Context: an optimization exercise on an open-source flow, tuned for small area, a short achievable clock period and few clock cycles per item. The choices shown serve that exercise and are no tape-out recipe. No run shown here included a check of the RTL's function; only the layout flow was run. Power and IR drop assume default switching activity.

==> flow/design.v, too long to show whole: its modules and the start of the top module <==
// module matvecmult: 2223 lines
// module mv_fa: 4 lines
// module mv_xnor2: 3 lines
module matvecmult(
    CLK,
    RST,
    vector_x,
    vector_b,
    vector_y,
    Q,
    A,
    finish
);
  // ...
==> flow/flow/run.sh <==
#!/bin/bash
set -euo pipefail
export BUFFER_PORTS_ARGS="-buffer_cell sky130_fd_sc_hd__buf_1"
bash standard.sh > standard_make.log 2>&1
==> flow/standard.sh <==
#!/bin/bash
# synth_recipe.tcl (not shown) runs the flow's synth.tcl, then flattens the netlist and writes it again
# the make line also repeats each setting of config.mk as NAME=value (left out here)
make -C /OpenROAD-flow-scripts/flow DESIGN_CONFIG=/design/flow/config.mk WORK_HOME=/design/flow/orfs CLKGATE_MAP_FILE= SYNTH_SCRIPT=/design/flow/synth_recipe.tcl "${@:-finish}"
==> flow/config.mk <==
export PLATFORM = sky130hd
export DESIGN_NAME = matvecmult
export DESIGN_NICKNAME = matvecmult
export VERILOG_FILES = /design/flow/design.v
export SDC_FILE = /design/flow/constraint.sdc
export NUM_CORES = 4
export LEC_CHECK = 0
export CAP_MARGIN = 20
export CORE_MARGIN = 2
export CORE_UTILIZATION = 40
export SLEW_MARGIN = 20
export SYNTH_HIERARCHICAL = 1
export SYNTH_MINIMUM_KEEP_SIZE = 0
==> flow/constraint.sdc <==
create_clock -name core_clock -period 10.0 [get_ports {CLK}]
set_input_delay 2.0000 -clock core_clock [delete_from_list [all_inputs] [get_ports {CLK}]]
set_output_delay 2.0000 -clock core_clock [all_outputs]
set_load 0.01 [all_outputs]
==> run summary, run 1 <==
synthesis warning total=8; Initial Util=40.31%; Rows=73; P_leak=6.495 nW; max FFs per register=128; Multi-input gate area=0.009963 mm^2; Worst path max stage delay=780 ps; Critical path origin=Q[17]; Well Taps=525; Switching Power=0.002828 W; Final Cell Area=0.01910 mm^2; post-synthesis simple-gate area fraction=13.00%; worst-path fanout max=6; Worst Slack Setup Final=5621 ps; first-pass GRT wire length=74,100 um; GR Util All Layers=23.83%; hold slack=324.7 ps; part of the cycle the worst path needs=43.79%; GR Util met1=30.67%; nets=2,499; outcome=timing/DRC/antenna clean; Reg with most FFs=y_r; ClkCell Share=4.107%; post-synthesis adder-cell area fraction=32.38%; Crit Path Category=in2reg; xor and xnor area share after synthesis=10.82%; hold endpoint=val[2]; comb_multi_in=1,096; Arr. time, crit path=4810 ps; CTS max path bufs=3; via-per-instance ratio=4.994; CP Launch Type=primary input; Post-CTS Resized=0; cell type taking the most area=multi-input gates; Synth Cell Area=0.01594 mm^2; Seq group=0.00171 W; Synth top cells by count=475 x nand2_1, 256 x fa_1, 195 x xnor2_1; Yosys top cell area share=32.14%; Worst-path clk slew=60 ps; Vert. Die Dim=203.7 um; P_clk=0.000863 W; power share of the sequential group=24.5%
==> run 2: changes to the inputs <==
--- a/flow/design.v
+++ b/flow/design.v
@@ -13,33 +13,31 @@
 input       [127:0] vector_x;
 input       [127:0] vector_b;
 output      [127:0] vector_y;
 input       [127:0] Q;
 output      [3:0]   A;
 output              finish;
 reg  [4:0] cnt;
 reg        rs;
-reg        slow;
 reg  [3:0] tag1;            
 reg  [2:1] val;          
 reg  [2:1] done;         
 reg        fin;
 reg  [7:0] y_r [0:15];
 reg  [7:0] bsel;
 integer    i;
-wire       skip = rs & ~slow;           
+reg        skip;                        
 wire [3:0] a_w = {cnt[3:1], cnt[0] | skip};
 wire       fetched = cnt[4];            
 assign A = a_w;
 assign finish = fin;
 always @(posedge CLK) begin
-    rs <= RST;
-    if (RST)
-        slow <= rs;
+    rs   <= RST;
+    skip <= RST & ~rs;
     tag1 <= a_w;
     val  <= {val, RST ? ~rs : ~fetched};
 end
 always @(posedge CLK or posedge RST) begin
     if (RST) begin
         cnt  <= 5'd0;
         done <= {2{1'b0}};
         fin  <= 1'b0;
@@ -1086,116 +1084,116 @@
 wire s1028;
 wire s1029;
 wire s1030;
 wire s1031;
 wire s1032;
 wire s1033;
 wire s1034;
 wire s1035;
-wire s1036;
+wire c1036;
 wire s1037;
-wire s1038;
+wire c1038;
 wire s1039;
-wire s1040;
+wire c1040;
 wire s1041;
-wire s1042;
+wire c1042;
 wire s1043;
-wire s1044;
+wire c1044;
 wire s1045;
-wire s1046;
-wire c1047;
-wire s1048;
-wire c1049;
-wire s1050;
-wire c1051;
-wire s1052;
-wire c1053;
-wire s1054;
-wire c1055;
-wire s1056;
-wire c1057;
-wire s1058;
-wire c1059;
-wire s1060;
-wire c1061;
-wire s1062;
-wire c1063;
-wire s1064;
-wire c1065;
-wire s1066;
-wire c1067;
-wire s1068;
-wire c1069;
-wire s1070;
-wire c1071;
-wire s1072;
-wire c1073;
-wire s1074;
-wire c1075;
-wire s1076;
-wire c1077;
-wire s1078;
-wire c1079;
-wire s1080;
-wire c1081;
-wire s1082;
-wire c1083;
-wire s1084;
-wire c1085;
-wire s1086;
-wire c1087;
-wire s1088;
-wire c1089;
-wire s1090;
-wire c1091;
-wire s1092;
-wire c1093;
-wire s1094;
-wire c1095;
-wire s1096;
-wire c1097;
-wire s1098;
-wire c1099;
-wire s1100;
-wire c1101;
-wire s1102;
-wire c1103;
-wire s1104;
-wire c1105;
-wire s1106;
-wire c1107;
-wire s1108;
-wire c1109;
-wire s1110;
-wire c1111;
-wire s1112;
-wire c1113;
-wire s1114;
-wire c1115;
-wire s1116;
-wire c1117;
-wire s1118;
-wire c1119;
-wire s1120;
-wire c1121;
-wire s1122;
-wire c1123;
-wire s1124;
-wire c1125;
+wire c1046;
+wire s1047;
+wire c1048;
+wire s1049;
+wire c1050;
+wire s1051;
+wire c1052;
+wire s1053;
+wire c1054;
+wire s1055;
+wire c1056;
+wire s1057;
+wire c1058;
+wire s1059;
+wire c1060;
+wire s1061;
+wire c1062;
+wire s1063;
+wire c1064;
+wire s1065;
+wire c1066;
+wire s1067;
+wire c1068;
+wire s1069;
+wire c1070;
+wire s1071;
+wire c1072;
+wire s1073;
+wire c1074;
+wire s1075;
+wire c1076;
+wire s1077;
+wire c1078;
+wire s1079;
+wire c1080;
+wire s1081;
+wire c1082;
+wire s1083;
+wire c1084;
+wire s1085;
+wire c1086;
+wire s1087;
+wire c1088;
+wire s1089;
+wire c1090;
+wire s1091;
+wire c1092;
+wire s1093;
+wire c1094;
+wire s1095;
+wire c1096;
+wire s1097;
+wire c1098;
+wire s1099;
+wire c1100;
+wire s1101;
+wire c1102;
+wire s1103;
+wire c1104;
+wire s1105;
+wire c1106;
+wire s1107;
+wire c1108;
+wire s1109;
+wire c1110;
+wire s1111;
+wire c1112;
+wire s1113;
+wire c1114;
+wire s1115;
+wire c1116;
+wire s1117;
+wire c1118;
+wire s1119;
+wire c1120;
+wire s1121;
+wire c1122;
+wire s1123;
+wire c1124;
+wire s1125;
 wire s1126;
-wire c1127;
+wire s1127;
 wire s1128;
-wire c1129;
+wire s1129;
 wire s1130;
-wire c1131;
+wire s1131;
 wire s1132;
-wire c1133;
+wire s1133;
 wire s1134;
-wire c1135;
+wire s1135;
 wire s1136;
 wire s1137;
 wire s1138;
 wire s1139;
 wire s1140;
 wire s1141;
 wire s1142;
 wire s1143;
@@ -1692,17 +1690,17 @@
 mv_fa us488 (.a(p400), .b(p422), .c(p428), .s(s488), .co(c489));
 mv_fa us490 (.a(p58), .b(p64), .c(p8), .s(s490), .co(c491));
 mv_fa us492 (.a(p86), .b(p92), .c(bb450), .s(s492), .co(c493));
 mv_fa us494 (.a(c457), .b(c459), .c(c461), .s(s494), .co(c495));
 mv_fa us496 (.a(c463), .b(c465), .c(s472), .s(s496), .co(c497));
 mv_fa us498 (.a(s474), .b(s476), .c(s478), .s(s498), .co(c499));
 mv_fa us500 (.a(s480), .b(s482), .c(s484), .s(s500), .co(c501));
 mv_fa us502 (.a(s486), .b(s488), .c(s490), .s(s502), .co(c503));
-mv_fa us504 (.a(c467), .b(c469), .c(s492), .s(s504), .co(c505));
+mv_fa us504 (.a(s492), .b(c467), .c(c469), .s(s504), .co(c505));
 mv_fa us506 (.a(s494), .b(s496), .c(s498), .s(s506), .co(c507));
 mv_fa us508 (.a(p115), .b(p121), .c(p126), .s(s508), .co(c509));
 mv_fa us510 (.a(p14), .b(p143), .c(p149), .s(s510), .co(c511));
 mv_fa us512 (.a(p154), .b(p171), .c(p177), .s(s512), .co(c513));
 mv_fa us514 (.a(p182), .b(p199), .c(p205), .s(s514), .co(c515));
 mv_fa us516 (.a(p210), .b(p227), .c(p233), .s(s516), .co(c517));
 mv_fa us518 (.a(p238), .b(p255), .c(p261), .s(s518), .co(c519));
 mv_fa us520 (.a(p266), .b(p283), .c(p289), .s(s520), .co(c521));
@@ -1809,20 +1807,20 @@
 mv_fa us722 (.a(s662), .b(s664), .c(s666), .s(s722), .co(c723));
 mv_fa us724 (.a(s668), .b(s670), .c(s672), .s(s724), .co(c725));
 mv_fa us726 (.a(s674), .b(s676), .c(s678), .s(s726), .co(c727));
 mv_fa us728 (.a(s680), .b(s682), .c(s684), .s(s728), .co(c729));
 mv_fa us730 (.a(s686), .b(s688), .c(s690), .s(s730), .co(c731));
 mv_fa us732 (.a(s692), .b(s694), .c(s696), .s(s732), .co(c733));
 mv_fa us734 (.a(s698), .b(s700), .c(c611), .s(s734), .co(c735));
 mv_fa us736 (.a(c613), .b(c615), .c(c617), .s(s736), .co(c737));
-mv_fa us738 (.a(c619), .b(c621), .c(c623), .s(s738), .co(c739));
-mv_fa us740 (.a(c625), .b(c627), .c(c629), .s(s740), .co(c741));
-mv_fa us742 (.a(c631), .b(c633), .c(c635), .s(s742), .co(c743));
-mv_fa us744 (.a(s702), .b(s704), .c(s706), .s(s744), .co(c745));
+mv_fa us738 (.a(c619), .b(c621), .c(s702), .s(s738), .co(c739));
+mv_fa us740 (.a(c623), .b(c625), .c(c627), .s(s740), .co(c741));
+mv_fa us742 (.a(c629), .b(c631), .c(c633), .s(s742), .co(c743));
+mv_fa us744 (.a(c635), .b(s704), .c(s706), .s(s744), .co(c745));
 mv_fa us746 (.a(s708), .b(s710), .c(s712), .s(s746), .co(c747));
 mv_fa us748 (.a(s714), .b(s716), .c(s718), .s(s748), .co(c749));
 mv_fa us750 (.a(s720), .b(s722), .c(s724), .s(s750), .co(c751));
 mv_fa us752 (.a(s726), .b(s728), .c(s730), .s(s752), .co(c753));
 mv_fa us754 (.a(p101), .b(p105), .c(p108), .s(s754), .co(c755));
 mv_fa us756 (.a(p110), .b(p118), .c(p12), .s(s756), .co(c757));
 mv_fa us758 (.a(p124), .b(p129), .c(p133), .s(s758), .co(c759));
 mv_fa us760 (.a(p136), .b(p138), .c(p146), .s(s760), .co(c761));
@@ -1964,173 +1962,173 @@
 mv_xnor2 us956 (.a(s920), .b(s921), .s(s956));
 mv_xnor2 us957 (.a(s922), .b(s923), .s(s957));
 mv_xnor2 us958 (.a(s924), .b(s925), .s(s958));
 mv_xnor2 us959 (.a(s926), .b(s927), .s(s959));
 mv_xnor2 us960 (.a(s928), .b(s929), .s(s960));
 mv_xnor2 us961 (.a(s930), .b(s931), .s(s961));
 mv_xnor2 us962 (.a(s932), .b(s933), .s(s962));
 mv_xnor2 us963 (.a(s934), .b(s935), .s(s963));
-mv_xnor2 us964 (.a(s936), .b(s937), .s(s964));
-mv_xnor2 us965 (.a(s938), .b(s939), .s(s965));
-mv_xnor2 us966 (.a(s940), .b(s941), .s(s966));
-mv_xnor2 us967 (.a(s942), .b(s943), .s(s967));
-mv_xnor2 us968 (.a(s944), .b(s945), .s(s968));
-mv_xnor2 us969 (.a(s946), .b(s947), .s(s969));
-mv_xnor2 us970 (.a(s948), .b(s949), .s(s970));
-mv_xnor2 us971 (.a(s950), .b(s951), .s(s971));
-mv_xnor2 us972 (.a(s952), .b(s953), .s(s972));
-mv_xnor2 us973 (.a(s954), .b(s955), .s(s973));
-mv_xnor2 us974 (.a(s956), .b(s957), .s(s974));
-mv_xnor2 us975 (.a(s958), .b(s959), .s(s975));
-mv_xnor2 us976 (.a(s960), .b(s961), .s(s976));
-mv_xnor2 us977 (.a(s962), .b(s963), .s(s977));
-mv_xnor2 us978 (.a(bb455), .b(c755), .s(s978));
-mv_xnor2 us979 (.a(c757), .b(c759), .s(s979));
-mv_xnor2 us980 (.a(c761), .b(c763), .s(s980));
-mv_xnor2 us981 (.a(c765), .b(c767), .s(s981));
-mv_xnor2 us982 (.a(c769), .b(c771), .s(s982));
-mv_xnor2 us983 (.a(c773), .b(c775), .s(s983));
-mv_xnor2 us984 (.a(c777), .b(c779), .s(s984));
-mv_xnor2 us985 (.a(c781), .b(c783), .s(s985));
-mv_xnor2 us986 (.a(c785), .b(c787), .s(s986));
-mv_xnor2 us987 (.a(c789), .b(c791), .s(s987));
-mv_xnor2 us988 (.a(c793), .b(c795), .s(s988));
-mv_xnor2 us989 (.a(c797), .b(c799), .s(s989));
-mv_xnor2 us990 (.a(c801), .b(c803), .s(s990));
-mv_xnor2 us991 (.a(c805), .b(c807), .s(s991));
-mv_xnor2 us992 (.a(c809), .b(c811), .s(s992));
-mv_xnor2 us993 (.a(c813), .b(c815), .s(s993));
-mv_xnor2 us994 (.a(c817), .b(s964), .s(s994));
+mv_xnor2 us964 (.a(bb455), .b(c755), .s(s964));
+mv_xnor2 us965 (.a(c757), .b(c759), .s(s965));
+mv_xnor2 us966 (.a(c761), .b(c763), .s(s966));
+mv_xnor2 us967 (.a(c765), .b(c767), .s(s967));
+mv_xnor2 us968 (.a(c769), .b(c771), .s(s968));
+mv_xnor2 us969 (.a(c773), .b(c775), .s(s969));
+mv_xnor2 us970 (.a(c777), .b(c779), .s(s970));
+mv_xnor2 us971 (.a(c781), .b(c783), .s(s971));
+mv_xnor2 us972 (.a(c785), .b(c787), .s(s972));
+mv_xnor2 us973 (.a(c789), .b(c791), .s(s973));
+mv_xnor2 us974 (.a(c793), .b(c795), .s(s974));
+mv_xnor2 us975 (.a(c797), .b(c799), .s(s975));
+mv_xnor2 us976 (.a(c801), .b(c803), .s(s976));
+mv_xnor2 us977 (.a(c805), .b(c807), .s(s977));
+mv_xnor2 us978 (.a(c809), .b(c811), .s(s978));
+mv_xnor2 us979 (.a(c813), .b(c815), .s(s979));
+mv_xnor2 us980 (.a(c817), .b(s936), .s(s980));
+mv_xnor2 us981 (.a(s937), .b(s938), .s(s981));
+mv_xnor2 us982 (.a(s939), .b(s940), .s(s982));
+mv_xnor2 us983 (.a(s941), .b(s942), .s(s983));
+mv_xnor2 us984 (.a(s943), .b(s944), .s(s984));
+mv_xnor2 us985 (.a(s945), .b(s946), .s(s985));
+mv_xnor2 us986 (.a(s947), .b(s948), .s(s986));
+mv_xnor2 us987 (.a(s949), .b(s950), .s(s987));
+mv_xnor2 us988 (.a(s951), .b(s952), .s(s988));
+mv_xnor2 us989 (.a(s953), .b(s954), .s(s989));
+mv_xnor2 us990 (.a(s955), .b(s956), .s(s990));
+mv_xnor2 us991 (.a(s957), .b(s958), .s(s991));
+mv_xnor2 us992 (.a(s959), .b(s960), .s(s992));
+mv_xnor2 us993 (.a(s961), .b(s962), .s(s993));
+mv_xnor2 us994 (.a(s963), .b(s964), .s(s994));
 mv_xnor2 us995 (.a(s965), .b(s966), .s(s995));
 mv_xnor2 us996 (.a(s967), .b(s968), .s(s996));
 mv_xnor2 us997 (.a(s969), .b(s970), .s(s997));
 mv_xnor2 us998 (.a(s971), .b(s972), .s(s998));
 mv_xnor2 us999 (.a(s973), .b(s974), .s(s999));
 mv_xnor2 us1000 (.a(s975), .b(s976), .s(s1000));
 mv_xnor2 us1001 (.a(s977), .b(s978), .s(s1001));
 mv_xnor2 us1002 (.a(s979), .b(s980), .s(s1002));
 mv_xnor2 us1003 (.a(s981), .b(s982), .s(s1003));
 mv_xnor2 us1004 (.a(s983), .b(s984), .s(s1004));
 mv_xnor2 us1005 (.a(s985), .b(s986), .s(s1005));
 mv_xnor2 us1006 (.a(s987), .b(s988), .s(s1006));
 mv_xnor2 us1007 (.a(s989), .b(s990), .s(s1007));
 mv_xnor2 us1008 (.a(s991), .b(s992), .s(s1008));
-mv_xnor2 us1009 (.a(s993), .b(s1000), .s(s1009));
-mv_xnor2 us1010 (.a(s994), .b(s995), .s(s1010));
-mv_xnor2 us1011 (.a(s996), .b(s997), .s(s1011));
-mv_xnor2 us1012 (.a(s998), .b(s999), .s(s1012));
-mv_xnor2 us1013 (.a(s1001), .b(s1002), .s(s1013));
-mv_xnor2 us1014 (.a(s1003), .b(s1004), .s(s1014));
-mv_xnor2 us1015 (.a(s1005), .b(s1006), .s(s1015));
-mv_xnor2 us1016 (.a(s1007), .b(s1008), .s(s1016));
-mv_xnor2 us1017 (.a(c819), .b(c821), .s(s1017));
-mv_xnor2 us1018 (.a(c823), .b(c825), .s(s1018));
-mv_xnor2 us1019 (.a(c827), .b(c829), .s(s1019));
-mv_xnor2 us1020 (.a(c831), .b(c833), .s(s1020));
-mv_xnor2 us1021 (.a(c835), .b(c837), .s(s1021));
-mv_xnor2 us1022 (.a(c839), .b(c841), .s(s1022));
-mv_xnor2 us1023 (.a(c843), .b(c845), .s(s1023));
-mv_xnor2 us1024 (.a(c847), .b(c849), .s(s1024));
-mv_xnor2 us1025 (.a(c851), .b(c853), .s(s1025));
-mv_xnor2 us1026 (.a(c855), .b(s1009), .s(s1026));
+mv_xnor2 us1009 (.a(s993), .b(c819), .s(s1009));
+mv_xnor2 us1010 (.a(c821), .b(c823), .s(s1010));
+mv_xnor2 us1011 (.a(c825), .b(c827), .s(s1011));
+mv_xnor2 us1012 (.a(c829), .b(c831), .s(s1012));
+mv_xnor2 us1013 (.a(c833), .b(c835), .s(s1013));
+mv_xnor2 us1014 (.a(c837), .b(c839), .s(s1014));
+mv_xnor2 us1015 (.a(c841), .b(c843), .s(s1015));
+mv_xnor2 us1016 (.a(c845), .b(c847), .s(s1016));
+mv_xnor2 us1017 (.a(c849), .b(c851), .s(s1017));
+mv_xnor2 us1018 (.a(c853), .b(c855), .s(s1018));
+mv_xnor2 us1019 (.a(s1000), .b(s1001), .s(s1019));
+mv_xnor2 us1020 (.a(s994), .b(s995), .s(s1020));
+mv_xnor2 us1021 (.a(s996), .b(s997), .s(s1021));
+mv_xnor2 us1022 (.a(s998), .b(s999), .s(s1022));
+mv_xnor2 us1023 (.a(s1002), .b(s1003), .s(s1023));
+mv_xnor2 us1024 (.a(s1004), .b(s1005), .s(s1024));
+mv_xnor2 us1025 (.a(s1006), .b(s1007), .s(s1025));
+mv_xnor2 us1026 (.a(s1008), .b(s1009), .s(s1026));
 mv_xnor2 us1027 (.a(s1010), .b(s1011), .s(s1027));
 mv_xnor2 us1028 (.a(s1012), .b(s1013), .s(s1028));
 mv_xnor2 us1029 (.a(s1014), .b(s1015), .s(s1029));
 mv_xnor2 us1030 (.a(s1016), .b(s1017), .s(s1030));
 mv_xnor2 us1031 (.a(s1018), .b(s1019), .s(s1031));
 mv_xnor2 us1032 (.a(s1020), .b(s1021), .s(s1032));
-mv_xnor2 us1033 (.a(s1022), .b(s1023), .s(s1033));
-mv_xnor2 us1034 (.a(s1024), .b(s1025), .s(s1034));
-mv_xnor2 us1035 (.a(s1026), .b(s1027), .s(s1035));
-mv_xnor2 us1036 (.a(s1028), .b(s1029), .s(s1036));
-mv_xnor2 us1037 (.a(s1030), .b(s1031), .s(s1037));
-mv_xnor2 us1038 (.a(c857), .b(c859), .s(s1038));
-mv_xnor2 us1039 (.a(c861), .b(s1032), .s(s1039));
-mv_xnor2 us1040 (.a(s1033), .b(s1034), .s(s1040));
-mv_xnor2 us1041 (.a(s1035), .b(c863), .s(s1041));
-mv_xnor2 us1042 (.a(c865), .b(c867), .s(s1042));
-mv_xnor2 us1043 (.a(c869), .b(c871), .s(s1043));
-mv_xnor2 us1044 (.a(c873), .b(c875), .s(s1044));
-mv_xnor2 us1045 (.a(c877), .b(c879), .s(s1045));
-mv_fa us1046 (.a(k1_1), .b(k1_2), .c(k1_3), .s(s1046), .co(c1047));
-mv_fa us1048 (.a(k1_4), .b(k1_5), .c(s1046), .s(s1048), .co(c1049));
-mv_fa us1050 (.a(k1_10), .b(k1_11), .c(k1_12), .s(s1050), .co(c1051));
-mv_fa us1052 (.a(k1_6), .b(k1_7), .c(k1_8), .s(s1052), .co(c1053));
-mv_fa us1054 (.a(k1_9), .b(c1047), .c(s1050), .s(s1054), .co(c1055));
-mv_fa us1056 (.a(s1052), .b(c1049), .c(s1054), .s(s1056), .co(c1057));
-mv_fa us1058 (.a(k1_13), .b(k1_14), .c(k1_15), .s(s1058), .co(c1059));
-mv_fa us1060 (.a(k1_16), .b(k1_17), .c(k1_18), .s(s1060), .co(c1061));
-mv_fa us1062 (.a(k1_19), .b(k1_20), .c(k1_21), .s(s1062), .co(c1063));
-mv_fa us1064 (.a(k1_22), .b(k1_23), .c(k1_24), .s(s1064), .co(c1065));
-mv_fa us1066 (.a(k1_25), .b(c1051), .c(c1053), .s(s1066), .co(c1067));
-mv_fa us1068 (.a(s1058), .b(s1060), .c(s1062), .s(s1068), .co(c1069));
-mv_fa us1070 (.a(s1064), .b(c1055), .c(s1066), .s(s1070), .co(c1071));
-mv_fa us1072 (.a(s1068), .b(c1057), .c(s1070), .s(s1072), .co(c1073));
-mv_fa us1074 (.a(k1_26), .b(k1_27), .c(k1_28), .s(s1074), .co(c1075));
-mv_fa us1076 (.a(k1_29), .b(k1_30), .c(k1_31), .s(s1076), .co(c1077));
-mv_fa us1078 (.a(k1_32), .b(k1_33), .c(k1_34), .s(s1078), .co(c1079));
-mv_fa us1080 (.a(k1_35), .b(k1_36), .c(k1_37), .s(s1080), .co(c1081));
-mv_fa us1082 (.a(k1_38), .b(k1_39), .c(k1_40), .s(s1082), .co(c1083));
-mv_fa us1084 (.a(k1_41), .b(k1_42), .c(k1_43), .s(s1084), .co(c1085));
-mv_fa us1086 (.a(c1059), .b(c1061), .c(c1063), .s(s1086), .co(c1087));
-mv_fa us1088 (.a(c1065), .b(s1074), .c(s1076), .s(s1088), .co(c1089));
-mv_fa us1090 (.a(s1078), .b(s1080), .c(s1082), .s(s1090), .co(c1091));
-mv_fa us1092 (.a(s1084), .b(c1067), .c(c1069), .s(s1092), .co(c1093));
-mv_fa us1094 (.a(s1086), .b(s1088), .c(s1090), .s(s1094), .co(c1095));
-mv_fa us1096 (.a(c1071), .b(s1092), .c(s1094), .s(s1096), .co(c1097));
-mv_xnor2 us1098 (.a(c1073), .b(s1096), .s(s1098));
-assign c1099 = c1073 | s1096;
-mv_fa us1100 (.a(k1_44), .b(k1_45), .c(k1_46), .s(s1100), .co(c1101));
-mv_fa us1102 (.a(k1_47), .b(k1_48), .c(k1_49), .s(s1102), .co(c1103));
-mv_fa us1104 (.a(k1_50), .b(k1_51), .c(k1_52), .s(s1104), .co(c1105));
-mv_fa us1106 (.a(k1_53), .b(k1_54), .c(k1_55), .s(s1106), .co(c1107));
-mv_fa us1108 (.a(k1_56), .b(k1_57), .c(k1_58), .s(s1108), .co(c1109));
-mv_fa us1110 (.a(k1_59), .b(k1_60), .c(k1_61), .s(s1110), .co(c1111));
-mv_fa us1112 (.a(k1_62), .b(k1_63), .c(k1_64), .s(s1112), .co(c1113));
-mv_fa us1114 (.a(k1_65), .b(k1_66), .c(c1075), .s(s1114), .co(c1115));
-mv_fa us1116 (.a(c1077), .b(c1079), .c(c1081), .s(s1116), .co(c1117));
-mv_fa us1118 (.a(c1083), .b(c1085), .c(s1100), .s(s1118), .co(c1119));
-mv_fa us1120 (.a(s1102), .b(s1104), .c(s1106), .s(s1120), .co(c1121));
-mv_fa us1122 (.a(s1108), .b(s1110), .c(s1112), .s(s1122), .co(c1123));
-mv_fa us1124 (.a(c1087), .b(c1089), .c(c1091), .s(s1124), .co(c1125));
-mv_fa us1126 (.a(s1114), .b(s1116), .c(s1118), .s(s1126), .co(c1127));
-mv_fa us1128 (.a(s1120), .b(s1122), .c(c1093), .s(s1128), .co(c1129));
-mv_fa us1130 (.a(c1095), .b(s1124), .c(s1126), .s(s1130), .co(c1131));
-mv_fa us1132 (.a(s1128), .b(c1097), .c(s1130), .s(s1132), .co(c1133));
-mv_xnor2 us1134 (.a(c1099), .b(s1132), .s(s1134));
-assign c1135 = c1099 | s1132;
-mv_xnor2 us1136 (.a(k1_67), .b(k1_68), .s(s1136));
-mv_xnor2 us1137 (.a(k1_69), .b(k1_70), .s(s1137));
-mv_xnor2 us1138 (.a(k1_71), .b(k1_72), .s(s1138));
-mv_xnor2 us1139 (.a(k1_73), .b(k1_74), .s(s1139));
-mv_xnor2 us1140 (.a(k1_75), .b(k1_76), .s(s1140));
-mv_xnor2 us1141 (.a(s1136), .b(s1137), .s(s1141));
-mv_xnor2 us1142 (.a(s1138), .b(s1139), .s(s1142));
-mv_xnor2 us1143 (.a(s1140), .b(s1141), .s(s1143));
-mv_xnor2 us1144 (.a(s1142), .b(c1101), .s(s1144));
-mv_xnor2 us1145 (.a(c1103), .b(c1105), .s(s1145));
-mv_xnor2 us1146 (.a(c1107), .b(c1109), .s(s1146));
-mv_xnor2 us1147 (.a(c1111), .b(c1113), .s(s1147));
+mv_xnor2 us1033 (.a(s1022), .b(c857), .s(s1033));
+mv_xnor2 us1034 (.a(c859), .b(c861), .s(s1034));
+mv_fa us1035 (.a(k1_1), .b(k1_2), .c(k1_3), .s(s1035), .co(c1036));
+mv_fa us1037 (.a(k1_4), .b(k1_5), .c(s1035), .s(s1037), .co(c1038));
+mv_fa us1039 (.a(k1_10), .b(k1_11), .c(k1_12), .s(s1039), .co(c1040));
+mv_fa us1041 (.a(k1_6), .b(k1_7), .c(k1_8), .s(s1041), .co(c1042));
+mv_fa us1043 (.a(k1_9), .b(c1036), .c(s1039), .s(s1043), .co(c1044));
+mv_fa us1045 (.a(s1041), .b(c1038), .c(s1043), .s(s1045), .co(c1046));
+mv_fa us1047 (.a(k1_13), .b(k1_14), .c(k1_15), .s(s1047), .co(c1048));
+mv_fa us1049 (.a(k1_16), .b(k1_17), .c(k1_18), .s(s1049), .co(c1050));
+mv_fa us1051 (.a(k1_19), .b(k1_20), .c(k1_21), .s(s1051), .co(c1052));
+mv_fa us1053 (.a(k1_22), .b(k1_23), .c(k1_24), .s(s1053), .co(c1054));
+mv_fa us1055 (.a(k1_25), .b(c1040), .c(c1042), .s(s1055), .co(c1056));
+mv_fa us1057 (.a(s1047), .b(s1049), .c(s1051), .s(s1057), .co(c1058));
+mv_fa us1059 (.a(s1053), .b(c1044), .c(s1055), .s(s1059), .co(c1060));
+mv_fa us1061 (.a(s1057), .b(c1046), .c(s1059), .s(s1061), .co(c1062));
+mv_fa us1063 (.a(k1_26), .b(k1_27), .c(k1_28), .s(s1063), .co(c1064));
+mv_fa us1065 (.a(k1_29), .b(k1_30), .c(k1_31), .s(s1065), .co(c1066));
+mv_fa us1067 (.a(k1_32), .b(k1_33), .c(k1_34), .s(s1067), .co(c1068));
+mv_fa us1069 (.a(k1_35), .b(k1_36), .c(k1_37), .s(s1069), .co(c1070));
+mv_fa us1071 (.a(k1_38), .b(k1_39), .c(k1_40), .s(s1071), .co(c1072));
+mv_fa us1073 (.a(k1_41), .b(k1_42), .c(k1_43), .s(s1073), .co(c1074));
+mv_fa us1075 (.a(c1048), .b(c1050), .c(c1052), .s(s1075), .co(c1076));
+mv_fa us1077 (.a(c1054), .b(s1063), .c(s1065), .s(s1077), .co(c1078));
+mv_fa us1079 (.a(s1067), .b(s1069), .c(s1071), .s(s1079), .co(c1080));
+mv_fa us1081 (.a(s1073), .b(c1056), .c(c1058), .s(s1081), .co(c1082));
+mv_fa us1083 (.a(s1075), .b(s1077), .c(s1079), .s(s1083), .co(c1084));
+mv_fa us1085 (.a(c1060), .b(s1081), .c(s1083), .s(s1085), .co(c1086));
+mv_xnor2 us1087 (.a(c1062), .b(s1085), .s(s1087));
+assign c1088 = c1062 | s1085;
+mv_fa us1089 (.a(k1_44), .b(k1_45), .c(k1_46), .s(s1089), .co(c1090));
+mv_fa us1091 (.a(k1_47), .b(k1_48), .c(k1_49), .s(s1091), .co(c1092));
+mv_fa us1093 (.a(k1_50), .b(k1_51), .c(k1_52), .s(s1093), .co(c1094));
+mv_fa us1095 (.a(k1_53), .b(k1_54), .c(k1_55), .s(s1095), .co(c1096));
+mv_fa us1097 (.a(k1_56), .b(k1_57), .c(k1_58), .s(s1097), .co(c1098));
+mv_fa us1099 (.a(k1_59), .b(k1_60), .c(k1_61), .s(s1099), .co(c1100));
+mv_fa us1101 (.a(k1_62), .b(k1_63), .c(k1_64), .s(s1101), .co(c1102));
+mv_fa us1103 (.a(k1_65), .b(k1_66), .c(c1064), .s(s1103), .co(c1104));
+mv_fa us1105 (.a(c1066), .b(c1068), .c(c1070), .s(s1105), .co(c1106));
+mv_fa us1107 (.a(c1072), .b(c1074), .c(s1089), .s(s1107), .co(c1108));
+mv_fa us1109 (.a(s1091), .b(s1093), .c(s1095), .s(s1109), .co(c1110));
+mv_fa us1111 (.a(s1097), .b(s1099), .c(s1101), .s(s1111), .co(c1112));
+mv_fa us1113 (.a(c1076), .b(c1078), .c(c1080), .s(s1113), .co(c1114));
+mv_fa us1115 (.a(s1103), .b(s1105), .c(s1107), .s(s1115), .co(c1116));
+mv_fa us1117 (.a(s1109), .b(s1111), .c(c1082), .s(s1117), .co(c1118));
+mv_fa us1119 (.a(c1084), .b(s1113), .c(s1115), .s(s1119), .co(c1120));
+mv_fa us1121 (.a(s1117), .b(c1086), .c(s1119), .s(s1121), .co(c1122));
+mv_xnor2 us1123 (.a(c1088), .b(s1121), .s(s1123));
+assign c1124 = c1088 | s1121;
+mv_xnor2 us1125 (.a(k1_67), .b(k1_68), .s(s1125));
+mv_xnor2 us1126 (.a(k1_69), .b(k1_70), .s(s1126));
+mv_xnor2 us1127 (.a(k1_71), .b(k1_72), .s(s1127));
+mv_xnor2 us1128 (.a(k1_73), .b(k1_74), .s(s1128));
+mv_xnor2 us1129 (.a(k1_75), .b(k1_76), .s(s1129));
+mv_xnor2 us1130 (.a(k1_77), .b(k1_78), .s(s1130));
+mv_xnor2 us1131 (.a(k1_79), .b(k1_80), .s(s1131));
+mv_xnor2 us1132 (.a(k1_81), .b(k1_82), .s(s1132));
+mv_xnor2 us1133 (.a(k1_83), .b(k1_84), .s(s1133));
+mv_xnor2 us1134 (.a(k1_85), .b(k1_86), .s(s1134));
+mv_xnor2 us1135 (.a(k1_87), .b(s1125), .s(s1135));
+mv_xnor2 us1136 (.a(s1126), .b(s1127), .s(s1136));
+mv_xnor2 us1137 (.a(s1128), .b(s1129), .s(s1137));
+mv_xnor2 us1138 (.a(s1130), .b(s1131), .s(s1138));
+mv_xnor2 us1139 (.a(s1132), .b(s1133), .s(s1139));
+mv_xnor2 us1140 (.a(s1134), .b(c1090), .s(s1140));
+mv_xnor2 us1141 (.a(c1092), .b(c1094), .s(s1141));
+mv_xnor2 us1142 (.a(c1096), .b(c1098), .s(s1142));
+mv_xnor2 us1143 (.a(c1100), .b(c1102), .s(s1143));
+mv_xnor2 us1144 (.a(s1135), .b(s1136), .s(s1144));
+mv_xnor2 us1145 (.a(s1137), .b(s1138), .s(s1145));
+mv_xnor2 us1146 (.a(s1139), .b(s1140), .s(s1146));
+mv_xnor2 us1147 (.a(s1141), .b(s1142), .s(s1147));
 mv_xnor2 us1148 (.a(s1143), .b(s1144), .s(s1148));
-mv_xnor2 us1149 (.a(s1145), .b(s1146), .s(s1149));
-mv_xnor2 us1150 (.a(s1147), .b(s1148), .s(s1150));
-mv_xnor2 us1151 (.a(s1149), .b(c1115), .s(s1151));
-mv_xnor2 us1152 (.a(c1117), .b(c1119), .s(s1152));
-mv_xnor2 us1153 (.a(c1121), .b(c1123), .s(s1153));
+mv_xnor2 us1149 (.a(s1145), .b(c1104), .s(s1149));
+mv_xnor2 us1150 (.a(c1106), .b(c1108), .s(s1150));
+mv_xnor2 us1151 (.a(c1110), .b(c1112), .s(s1151));
+mv_xnor2 us1152 (.a(s1146), .b(s1147), .s(s1152));
+mv_xnor2 us1153 (.a(s1148), .b(s1149), .s(s1153));
 mv_xnor2 us1154 (.a(s1150), .b(s1151), .s(s1154));
-mv_xnor2 us1155 (.a(s1152), .b(s1153), .s(s1155));
-mv_xnor2 us1156 (.a(s1154), .b(s1155), .s(s1156));
-mv_xnor2 us1157 (.a(c1125), .b(c1127), .s(s1157));
-mv_xnor2 us1158 (.a(s1156), .b(s1157), .s(s1158));
-mv_xnor2 us1159 (.a(c1129), .b(s1158), .s(s1159));
-mv_xnor2 us1160 (.a(c1131), .b(s1159), .s(s1160));
-mv_xnor2 us1161 (.a(s1160), .b(c1133), .s(s1161));
-mv_xnor2 us1162 (.a(s1161), .b(c1135), .s(s1162));
-reg [76:0] cut1;
+mv_xnor2 us1155 (.a(s1152), .b(c1114), .s(s1155));
+mv_xnor2 us1156 (.a(s1153), .b(c1116), .s(s1156));
+mv_xnor2 us1157 (.a(s1154), .b(s1155), .s(s1157));
+mv_xnor2 us1158 (.a(s1156), .b(c1118), .s(s1158));
+mv_xnor2 us1159 (.a(s1157), .b(c1120), .s(s1159));
+mv_xnor2 us1160 (.a(s1158), .b(s1159), .s(s1160));
+mv_xnor2 us1161 (.a(c1122), .b(s1160), .s(s1161));
+mv_xnor2 us1162 (.a(s1161), .b(c1124), .s(s1162));
+reg [87:0] cut1;
 wire k1_0 = cut1[0];
 wire k1_1 = cut1[1];
 wire k1_2 = cut1[2];
 wire k1_3 = cut1[3];
 wire k1_4 = cut1[4];
 wire k1_5 = cut1[5];
 wire k1_6 = cut1[6];
 wire k1_7 = cut1[7];
@@ -2198,22 +2196,33 @@
 wire k1_69 = cut1[69];
 wire k1_70 = cut1[70];
 wire k1_71 = cut1[71];
 wire k1_72 = cut1[72];
 wire k1_73 = cut1[73];
 wire k1_74 = cut1[74];
 wire k1_75 = cut1[75];
 wire k1_76 = cut1[76];
+wire k1_77 = cut1[77];
+wire k1_78 = cut1[78];
+wire k1_79 = cut1[79];
+wire k1_80 = cut1[80];
+wire k1_81 = cut1[81];
+wire k1_82 = cut1[82];
+wire k1_83 = cut1[83];
+wire k1_84 = cut1[84];
+wire k1_85 = cut1[85];
+wire k1_86 = cut1[86];
+wire k1_87 = cut1[87];
 always @(posedge CLK)
-    cut1 <= {s1045, s1044, s1043, s1042, s1041, s1040, s1039, s1038, s1037, s1036, s878, s876, s874, s872, s870, s868, s866, s864, s862, c753, c751, c749, s860, s858, s856, c747, c745, c743, c741, c739, c737, c735, s854, s752, s750, s748, s746, s744, s742, s740, s738, c649, c647, s736, s734, c645, c643, c641, c639, c637, s732, s648, s646, s644, s642, s640, s638, c567, c565, s636, c563, c561, c559, s634, s566, s564, s562, s560, s558, c507, c505, s506, s504, c471, s502, s500, s470};
+    cut1 <= {s1034, s1033, s1032, s1031, s1030, s1029, c879, c877, c875, s1028, s1027, s1026, s1025, s1024, s1023, c873, c871, c869, c867, c865, c863, s878, s876, s874, s872, s870, s868, s866, s864, s862, c753, c751, c749, s860, s858, c747, c745, c743, c741, s856, c739, c737, c735, s854, s752, s750, s748, s746, s744, s742, s740, c649, c647, s738, s736, s734, c645, c643, c641, c639, c637, s732, s648, s646, s644, s642, s640, s638, c567, c565, s636, c563, c561, c559, s634, s566, s564, s562, s560, s558, c507, c505, s506, s504, c471, s502, s500, s470};
 reg b0_1;
 always @(posedge CLK)
     b0_1 <= bsel[0];
-wire [6:0] sum = ~{s1162, s1134, s1098, s1072, s1056, s1048, k1_0};
+wire [6:0] sum = ~{s1162, s1123, s1087, s1061, s1045, s1037, k1_0};
 always @(posedge CLK) begin
     if (val[2]) begin
         for (i = 0; i < 15; i = i + 1)
             y_r[i] <= y_r[i + 1];
         y_r[15] <= {sum, b0_1};
     end
 end
 genvar g;
==> run summary, run 2 <==
number of max-cap violations=0 (unchanged); TritonCTS clock tree=yes (unchanged); Post-CTS Resized=0 (unchanged); synthesis warning total=8 (unchanged); Core Region=0.03955 mm^2 (unchanged); Worst-path clk slew=60 ps (about the same); first-pass GRT wire length=71,960 um (was 74,100 um); Post-synth ARST share=3.017% (was 3.167%); Synth area leaders=fa_1 32%, edfxtp_1 24%, dfxtp_1 12% (was fa_1 32%, edfxtp_1 24%, nand2_1 11%); mux contribution to synthesized area=2.732% (was 2.574%); Largest regs=y_r x128, cut1 x88, cnt x5 (was y_r x128, cut1 x77, cnt x5); 1st-pass router iterations=5 (unchanged); largest net degree at the start of global routing=89 (was 94); largest family of logic cells by synthesized area=adder cells (unchanged); Seq/Total Area, Yosys=37.29% (was 36.07%); FF/Latch Area=0.005966 mm^2 (was 0.005757 mm^2); post-synthesis simple-gate area fraction=12.37% (was 13.00%); Final Skew=10.02 ps (was 9.583 ps); Worst R2R Setup Slack=6410 ps (was 6400 ps); Synth top cells by count=462 x nand2_1, 256 x fa_1, 195 x xnor2_1 (was 475 x nand2_1, 256 x fa_1, 195 x xnor2_1); RR Startpoint=tag1[0] (was cut1[26]); flops & latches, synth=232 (was 221); WL final=48,000 um (was 49,410 um); Crit Path Category=in2reg (unchanged); nets=2,481 (was 2,499); RSZ-0062 raised after global routing=no (unchanged); Cells after Synth=1,341 (was 1,361); setup TNS=0 ps (unchanged); setup violators final=0 (unchanged); Rows=73 (unchanged); total power=0.006976 W (was 0.006978 W); Fmax=248.1 MHz (was 228.4 MHz); vias post-DR=11,833 (was 11,970); Worst Slack Setup Final=5969 ps (was 5621 ps); Post-synth top flop=edfxtp_1 (unchanged); Die W=203.9 um (was 203.7 um); Final Util=48.47% (was 48.30%); area of the die=0.04158 mm^2 (was 0.04147 mm^2); top-count cell post-synth=nand2_1 (unchanged); hold path startpoint=val[1] (unchanged); Yosys top cell area share=32.06% (was 32.14%); clock root cell=clkbuf_16 (unchanged); grt ovf=0 (unchanged); H-tree depth=1 (unchanged); maximum vdd ir drop=0.8159 mV (was 1.010 mV); outcome=timing/DRC/antenna clean (unchanged); Placer Congestion=0.9823 (was 0.9470); WHS Path Cells=0 (unchanged); commonest cells after routing, fill and taps aside=486 x buf_1, 462 x nand2_1, 256 x fa_1 (was 486 x buf_1, 475 x nand2_1, 256 x fa_1); Initial Util=40.42% (was 40.31%); Critical Path End Type=flip-flop (unchanged); Slew Limit Fails=0 (unchanged); Arr. time, crit path=4420 ps (was 4810 ps); WL/cell=20.16 um (was 20.61 um); Worst-Margin Slew=1064 ps (was 958.7 ps); GR Util All Layers=23.04% (was 23.83%); fillers=3,705 (was 3,724); clock sinks=232 (was 221); Post-CTS Hold Buffers=0 (unchanged); vias in the first global route=12,477 (was 12,606); Worst-Skew Late Latency=520 ps (was 500 ps); CTS max path bufs=3 (unchanged); Post-synth EDFFs=128 (was 129); initial antenna violation count=1 (unchanged); Worst Hold Class=reg2reg (unchanged); initial DRC count=666 (was 712); largest area contributor in the netlist=fa_1 (unchanged); post-CTS setup buffer count=0 (unchanged); Vert. Die Dim=203.9 um (was 203.7 um); crit path time final=4031 ps (was 4379 ps); part of the cycle the worst path needs=40.31% (was 43.79%); max FFs per register=128 (unchanged); worst-path fanout max=2 (was 6); Mapped Nets=1,986 (was 2,006); P_leak=6.561 nW (was 6.495 nW); Synth Cell Area=0.01599 mm^2 (was 0.01594 mm^2); Place WS=5479 ps (was 5239 ps); Area growth, synth to finish=19.93% (was 19.81%); I/O Buffers=486 (unchanged); Ports=519 (unchanged); hold slack=327.5 ps (was 324.7 ps); xor and xnor area share after synthesis=10.79% (was 10.82%); Hold Fails Final Rpt=0 (unchanged); cts bufs inserted=26 (was 24); layout cells sized above 1=2.642% (was 3.312%); post-synthesis compound-gate area fraction=3.092% (was 3.720%); pwr dens=363.9 mW/mm^2 (was 365.3 mW/mm^2); Worst Reg2Reg Path Length in Cells=8 (unchanged); via-per-instance ratio=4.970 (was 4.994); data required time of the worst path=10,390 ps (was 10,430 ps); Reg2Reg Capture Point=cut1[61] (was y_r[15][7]); most common cell after layout, fill and taps aside=buf_1 (unchanged); Multi-input gate area=0.009797 mm^2 (was 0.009963 mm^2); hold endpoint=val[2] (unchanged); dpl hpwl=41,110 um (was 42,480 um); Reg with most FFs=y_r (unchanged); CP Launch Type=primary input (unchanged); Antenna Nets Post-Route=0 (unchanged); post-synthesis cell type count=55 (was 60); post-synthesis adder-cell area fraction=32.29% (was 32.38%); DRC Markers=0 (unchanged); Max-Slew Margin vs Limit=29.08% (was 35.63%); synthesized area per cell=11.92 um^2 (was 11.71 um^2)
==> run 2: cell count changes after synthesis, moves of 4 or more <==
| cell | before | now |
|---|---|---|
| dfxtp_1 | 85 | 97 |
| nand3b_1 | 0 | 4 |
| nand2_1 | 475 | 462 |
| inv_1 | 17 | 21 |
| buf_2 | 13 | 8 |
| nand2b_1 | 9 | 2 |
==> run 2: routing by layer <==
| layer | wire length, um | GRT usage (%) | vias to the layer above | part of all wire, % |
|---|---|---|---|---|
| li1 | - | - | 5335 | - |
| met1 | 19440 | 29.51 | 5904 | 40 |
| met2 | 23950 | 40.46 | 520 | 50 |
| met3 | 3020 | 2.997 | 74 | 6.3 |
| met4 | 1597 | 7.430 | 0 | 3.3 |
| met5 | 0 | 0 | - | 0 |
==> run 2: through the flow <==
step | instances | area (um^2)
global placement | 2333 | 18350
finish | 2381 | 19170
global route | 2380 | 19170
detailed placement | 2333 | 18350
CTS | 2380 | 19170
floorplan | 1341 | 15990
==> run 2: worst max path at each step <==
stage	start	end	slack, ps
2_1_floorplan	vector_b[26]	cut1[4]	6010
3_3_place_gp	vector_b[62]	cut1[61]	5510
3_5_place_dp	vector_b[36]	cut1[22]	5480
4_1_cts	vector_b[36]	cut1[22]	6010
5_1_grt	vector_b[36]	cut1[22]	5840
6_report	vector_b[36]	cut1[22]	5970
==> run 2: modules after synthesis, one instance, submodules excluded <==
module,cells,times used,flops+latches,area (um^2)
mv_xnor2,1,195,0,8.758
matvecmult,891,1,232,9173
mv_fa,1,255,0,20.02
==> run 2: power by group <==
part	switching, W	total, W	leakage, nW	internal, W
sequential	0.000221	0.00180	2.10	0.00158
clock	0.000360	0.000903	0.395	0.000543
combinational	0.00219	0.00427	4.06	0.00208
total	0.00277	0.00698	6.56	0.00420
==> run 2: worst max-delay path, stage by stage <==
cell	delay (ps)
buf_1	70
or3b_1	150
a21oi_1	70
a311oi_1	660
nor3b_1	260
o22a_1	220
fa_1	490
fa_1	490
==> run 2: kinds of logic (layout without fill, tap and decap cells) <==
logic type | count (synthesis) | in the layout
other | 0 | 1
multiplexers | 29 | 29
flip-flops | 232 | 232
buffers and inverters | 44 | 558
adder cells (fa/ha/maj) | 259 | 259
AO/OA/AOI/OAI | 76 | 76
AND/OR/NAND/NOR | 504 | 504
XOR/XNOR | 197 | 197
==> run 2: cell type report <==
type	count	share of cell area [%]
Multi-Input combinational cell	1065	51.10
Timing Repair Buffer	490	9.672
Sequential cell	232	31.12
Antenna cell	1	0.01305
Inverter	21	0.4112
Tap cell	525	3.426
Clock inverter	13	0.5939
Clock buffer	34	3.661

## afterwards: timing with drivers on the ports
No port has a modelled driver above. Below, the same layouts with a new extraction and two added sets of constraints. Step 1: set_driving_cell puts a clkbuf_16 on CLK and a buf_2 on each other input, an assumption about the parent block. Step 2 also shifts input and output timing later by t, the mid clock arrival at the registers, as if the neighbouring blocks saw the same clock. Three values: ideal ports, drivers, drivers and shift; two values: the first two.
run	t, ns	slack for setup (ns)	worst setup path after step 2	latest minus earliest clock arrival (ns)	cell pins on the clock port's net
run 1	0.546	5.621 / 5.642 / 5.096	input to register	0.012 / 0.012	1
run 2	0.556	5.969 / 5.996 / 5.439	input to register	0.012 / 0.013	1
After both steps every run listed still meets setup and hold. For run 2, which loses most, drivers alone change the setup slack by +0.027 ns; drivers and shift together by -0.530 ns.
